Source: an optimization exercise on an open RTL-to-GDS flow (aim: small area). Production flows keep margins and buffers that such runs may drop.
The RTL was checked by simulation tests, not by an equivalence proof against the original design.
The flow treats the clock pin as an ideal source, which a real chip does not have.
Power and IR drop assume default switching activity.

==> flow/design.v (excerpt) <==
module Max1270_Top #
(
    parameter AXIL_ADDR_WIDTH      = 32,
    parameter AXIL_DATA_WIDTH      = 32,
    parameter AXIL_STRB_WIDTH      = AXIL_DATA_WIDTH/8
)
(
    input  wire                   s_axil_clk    ,
    input  wire                   s_axil_rst    ,
    input  wire [AXIL_ADDR_WIDTH-1:0]  s_axil_awaddr ,
    input  wire [2:0]             s_axil_awprot ,
    input  wire                   s_axil_awvalid,
    output wire                   s_axil_awready,
    input  wire [AXIL_DATA_WIDTH-1:0]  s_axil_wdata  ,
    input  wire [AXIL_STRB_WIDTH-1:0]  s_axil_wstrb  ,
    input  wire                   s_axil_wvalid ,
    output wire                   s_axil_wready ,
    output wire [1:0]             s_axil_bresp  ,
    output wire                   s_axil_bvalid ,
    input  wire                   s_axil_bready ,
    input  wire [AXIL_ADDR_WIDTH-1:0]  s_axil_araddr ,
    input  wire [2:0]             s_axil_arprot ,
    input  wire                   s_axil_arvalid,
    output wire                   s_axil_arready,
    output wire [AXIL_DATA_WIDTH-1:0]  s_axil_rdata  ,
    output wire [1:0]             s_axil_rresp  ,
    output wire                   s_axil_rvalid ,
    input  wire                   s_axil_rready ,
    input                         I_MAX1270_MISO,
    output                        O_MAX1270_SCK ,
    output                        O_MAX1270_MOSI,
    output                        O_MAX1270_CS  ,
    output                        O_MAX1270_SHDN,
    input                         I_MAX1270_SSTRB
);
    wire [47:0] wEvenRing;
    wire [47:0] wOddRing;
    wire [1:0]  wRingPos;
    wire        wBypass;
    wire [2:0]  wBypassCh;
    wire [11:0] wBypassData;
    wire        wClear;
    Max1270_Phy inst_Max1270_Phy (
        .clk             (s_axil_clk),
        .rst             (~s_axil_rst),
        .oEvenRing       (wEvenRing),
        .oOddRing        (wOddRing),
        .oRingPos        (wRingPos),
        .oBypass         (wBypass),
        .oBypassCh       (wBypassCh),
        .oBypassData     (wBypassData),
        .oClear          (wClear),
        .I_MAX1270_MISO  (I_MAX1270_MISO),
        .O_MAX1270_SCK   (O_MAX1270_SCK),
        .O_MAX1270_MOSI  (O_MAX1270_MOSI),
        .O_MAX1270_CS    (O_MAX1270_CS),
  ...
Size in the first run: about 410 cells after synthesis, roughly 160 flip-flops, roughly 5200 um^2 of cells after synthesis.
==> module Max1270_Phy, before the edit <==
module Max1270_Phy (
    input  wire        clk,
    input  wire        rst,
    output wire [47:0] oEvenRing,
    output wire [47:0] oOddRing,
    output wire [1:0]  oRingPos,
    output wire        oBypass,
    output wire [2:0]  oBypassCh,
    output wire [11:0] oBypassData,
    output wire        oClear,
    input  wire        I_MAX1270_MISO,
    output wire        O_MAX1270_SCK,
    output wire        O_MAX1270_MOSI,
    output wire        O_MAX1270_CS,
    output wire        O_MAX1270_SHDN,
    input  wire        I_MAX1270_SSTRB
);
    reg [4:0] rHalfCnt;
    reg       rPhase;
    reg [1:0] rRingPos;
    wire      wWrap    = rHalfCnt[4] & rHalfCnt[2] & rHalfCnt[0];
    wire      wHalfEnd = wWrap & rRingPos[0];
    wire      wTick    = wHalfEnd & rRingPos[1];
    always @(posedge clk) begin
        if (rst) begin
            rHalfCnt <= 5'b11011;
            rPhase   <= 1'b0;
            rRingPos <= 2'd3;
        end else begin
            rHalfCnt <= wWrap ? 5'b10110 : {rHalfCnt[3:0], ~(rHalfCnt[4] ^ rHalfCnt[2])};
            if (wHalfEnd)
                rPhase <= ~rPhase;
            rRingPos <= rRingPos + 2'd1;
        end
    end
    reg [4:0] rSlot;
    reg [2:0] rCHCnt;
    wire      wCS      = (rSlot[4:1] == 4'b0011);
    wire      wWaitEnd = rSlot[4] & rSlot[3] & ~rSlot[0];
    wire      wSlotEnd = rSlot[4] & rSlot[3] &  rSlot[0];
    always @(posedge clk) begin
        if (rst)
            rSlot <= 5'd6;
        else if (wTick & wSlotEnd)
            rSlot <= 5'd8;
        else
            rSlot <= rSlot + {4'd0, wTick};
        if (rst)
            rCHCnt <= 3'd0;
        else
            rCHCnt <= rCHCnt + {2'd0, wTick & wWaitEnd};
    end
    reg rMOSIBit;
    always @* begin
        case (rSlot[2:0])
            3'd0:    rMOSIBit = 1'b1;
            3'd1:    rMOSIBit = rCHCnt[2];
            3'd2:    rMOSIBit = rCHCnt[1];
            3'd3:    rMOSIBit = rCHCnt[0];
            3'd4:    rMOSIBit = 1'b1;
            3'd5:    rMOSIBit = 1'b1;
            3'd6:    rMOSIBit = 1'b0;
            default: rMOSIBit = 1'b1;
        endcase
    end
    wire rMOSI = ~rSlot[4] & rSlot[3] & rMOSIBit;
    assign O_MAX1270_SCK  = rPhase & ~wCS;
    assign O_MAX1270_MOSI = rMOSI;
    assign O_MAX1270_CS   = wCS;
    assign O_MAX1270_SHDN = 1'b1;
    reg [3:0]  rMISOSt;
    reg [2:0]  rLastCHCnt;
    reg [11:0] rDataSLR;
    wire       wBusy  = ~(rMISOSt[3] & ~rMISOSt[2] & ~rMISOSt[0]);
    wire       wWrite = (rMISOSt == 4'b1010);
    wire       wMISOLoad = ~rst & wTick & (wBusy | I_MAX1270_SSTRB);
    wire [3:0] wMISOStNext;
    wire       wCHLoad   = wTick & ~wBusy & I_MAX1270_SSTRB;
    wire [2:0] wLastCHNext;
    Max1270_LoadHoldSet #(.W(4), .SET(4'b1000)) inst_MISOStMux (
        .iLoad (wMISOLoad),
        .iHold (~rst & ~wMISOLoad),
        .iSet  (rst),
        .iD    ({4{wBusy}} & {rMISOSt[2:0], ~(rMISOSt[3] ^ rMISOSt[2])}),
        .iQ    (rMISOSt),
        .oD    (wMISOStNext)
    );
    Max1270_HoldMux #(.W(3)) inst_LastCHMux (
        .iLoad (wCHLoad),
        .iHold (~wCHLoad),
        .iD    (rCHCnt),
        .iQ    (rLastCHCnt),
        .oD    (wLastCHNext)
    );
    always @(posedge clk) begin
        rMISOSt    <= wMISOStNext;
        rLastCHCnt <= wLastCHNext;
    end
    wire        wShift = wTick & wBusy;
    wire [11:0] wDataSLRNext;
    Max1270_HoldMux #(.W(12)) inst_SLRMux (
        .iLoad (wShift),
        .iHold (~wShift),
        .iD    ({rDataSLR[10:0], I_MAX1270_MISO}),
        .iQ    (rDataSLR),
        .oD    (wDataSLRNext)
    );
    always @(posedge clk)
        rDataSLR <= wDataSLRNext;
    reg  [47:0] rEvenRing;
    reg  [47:0] rOddRing;
    wire        wEntry    = wWrite & (&(rLastCHCnt[2:1] ^ rRingPos));
    wire        wClear    = (rSlot == 5'd6);
    wire        wEvenLoad = wEntry & ~rLastCHCnt[0];
    wire        wOddLoad  = wEntry &  rLastCHCnt[0];
    wire [11:0] wEvenIn, wOddIn;
    Max1270_HoldMux #(.W(12)) inst_EvenEntry (
        .iLoad (wEvenLoad),
        .iHold (~wClear & ~wEvenLoad),
        .iD    (rDataSLR),
        .iQ    (rEvenRing[47:36]),
        .oD    (wEvenIn)
    );
    Max1270_HoldMux #(.W(12)) inst_OddEntry (
        .iLoad (wOddLoad),
        .iHold (~wClear & ~wOddLoad),
        .iD    (rDataSLR),
        .iQ    (rOddRing[47:36]),
        .oD    (wOddIn)
    );
    always @(posedge clk) begin
        rEvenRing <= {rEvenRing[35:0], wEvenIn};
        rOddRing  <= {rOddRing[35:0],  wOddIn};
    end
    assign oEvenRing   = rEvenRing;
    assign oOddRing    = rOddRing;
    assign oRingPos    = rRingPos;
    assign oBypass     = wWrite & (rRingPos != 2'd0);
    assign oBypassCh   = rLastCHCnt;
    assign oBypassData = rDataSLR;
    assign oClear      = wClear;
endmodule
clock: 5.0 ns
lec_check: 0
cap_margin: 10
core_margin: 2
core_utilization: 75
gpl_timing_driven: 0
slew_margin: 10
synth_hierarchical: 1
synth_minimum_keep_size: 0
standard.sh (not shown) runs the stock make flow with config.mk's settings and CLKGATE_MAP_FILE= SYNTH_SCRIPT=/design/flow/synth_recipe.tcl, a recipe that flattens the netlist after the stock synthesis.
==> flow/flow/run.sh <==
#!/bin/bash
# Standard ORFS layout (the standard.sh, standard synthesis) with:
#  - the smallest buffer on each port,
#  - the tie cells from synthesis kept as they are (one per constant),
#  - synthesis buffers removed before placement,
#  - logic cells set to their smallest drive strength, then drivers upsized
#    (or buffered, where that is smaller) to meet slew and capacitance limits,
#  - a clock tree of small clock buffers, upsized where a register's clock
#    slew would be too slow.
set -euo pipefail
export FLOW_FLOW_DIR=$PWD/flow
bash standard.sh \
  "BUFFER_PORTS_ARGS=-buffer_cell sky130_fd_sc_hd__buf_1" \
  "SKIP_REPAIR_TIE_FANOUT=1" \
  "PRE_GLOBAL_PLACE_TCL=$FLOW_FLOW_DIR/pre_global_place.tcl" \
  "CTS_ARGS=-sink_clustering_enable -repair_clock_nets -dont_use_dummy_load -buf_list sky130_fd_sc_hd__clkbuf_4" \
  "PRE_RESIZE_TCL=$FLOW_FLOW_DIR/pre_resize.tcl" \
  "POST_CTS_TCL=$FLOW_FLOW_DIR/post_cts.tcl" \
  finish > standard.log 2>&1
Other scripts of this flow, unchanged in this note and not shown: flow/flow/fixclk.tcl, flow/flow/post_cts.tcl, flow/flow/pre_global_place.tcl, flow/flow/pre_resize.tcl, flow/flow/upsize.tcl
Edit:
--- a/flow/design.v
+++ b/flow/design.v
@@ -36,24 +36,23 @@
     end
     reg [4:0] rSlot;
     reg [2:0] rCHCnt;
     wire      wCS      = (rSlot[4:1] == 4'b0011);
     wire      wWaitEnd = rSlot[4] & rSlot[3] & ~rSlot[0];
     wire      wSlotEnd = rSlot[4] & rSlot[3] &  rSlot[0];
-    always @(posedge clk) begin
-        if (rst)
-            rSlot <= 5'd6;
-        else if (wTick & wSlotEnd)
-            rSlot <= 5'd8;
-        else
-            rSlot <= rSlot + {4'd0, wTick};
-        if (rst)
-            rCHCnt <= 3'd0;
-        else
-            rCHCnt <= rCHCnt + {2'd0, wTick & wWaitEnd};
-    end
+    wire [7:0] wSlotCHNext;
+    Max1270_LoadHoldSet #(.W(8), .SET(8'b000_00110)) inst_SlotCHMux (
+        .iLoad (~rst & wTick),
+        .iHold (~rst & ~wTick),
+        .iSet  (rst),
+        .iD    ({wWaitEnd ? rCHCnt + 3'd1 : rCHCnt, wSlotEnd ? 5'd8 : rSlot + 5'd1}),
+        .iQ    ({rCHCnt, rSlot}),
+        .oD    (wSlotCHNext)
+    );
+    always @(posedge clk)
+        {rCHCnt, rSlot} <= wSlotCHNext;
     reg rMOSIBit;
     always @* begin
         case (rSlot[2:0])
             3'd0:    rMOSIBit = 1'b1;
             3'd1:    rMOSIBit = rCHCnt[2];
             3'd2:    rMOSIBit = rCHCnt[1];
Result: The changed run produced a clean layout; via count came out higher by 5.9%; setup slack is worse by 340 ps; wire length came out higher by 1.6%; final cell count came out higher by 5.3%; cell area came out higher by 1.9%; total power came out higher by 0.97%.

==> separate check: timing with driven ports <==
How much do the figures lean on ideal ports? The routed layouts below were timed once more, with nothing changed but the port constraints. Step 1: set_driving_cell puts a clkbuf_16 on s_axil_clk and a buf_2 on each other input, an assumption about the parent block. Step 2 adds t to the input delays and takes it off the output delays; t is the mean of the earliest and latest rising clock arrival at the registers after step 1. Input paths then give back, and output paths get back, about the clock's delay inside the block. Three values: ideal ports, drivers, drivers and shift; two values: the first two.
| run | shift t [ns] | setup WS [ns] | latest minus earliest clock arrival (ns) | pins driven straight from the clock port |
|---|---|---|---|---|
| the first run | 0.510 | 2.284 / 2.284 / 1.877 | 0.032 / 0.032 | 1 |
| the second run | 0.530 | 1.946 / 1.946 / 1.777 | 0.033 / 0.033 | 1 |
After both steps setup and hold are still met in every run listed. The setup slack of the first run, which loses most, moves by 0.000 ns with the drivers and by -0.407 ns with both steps.
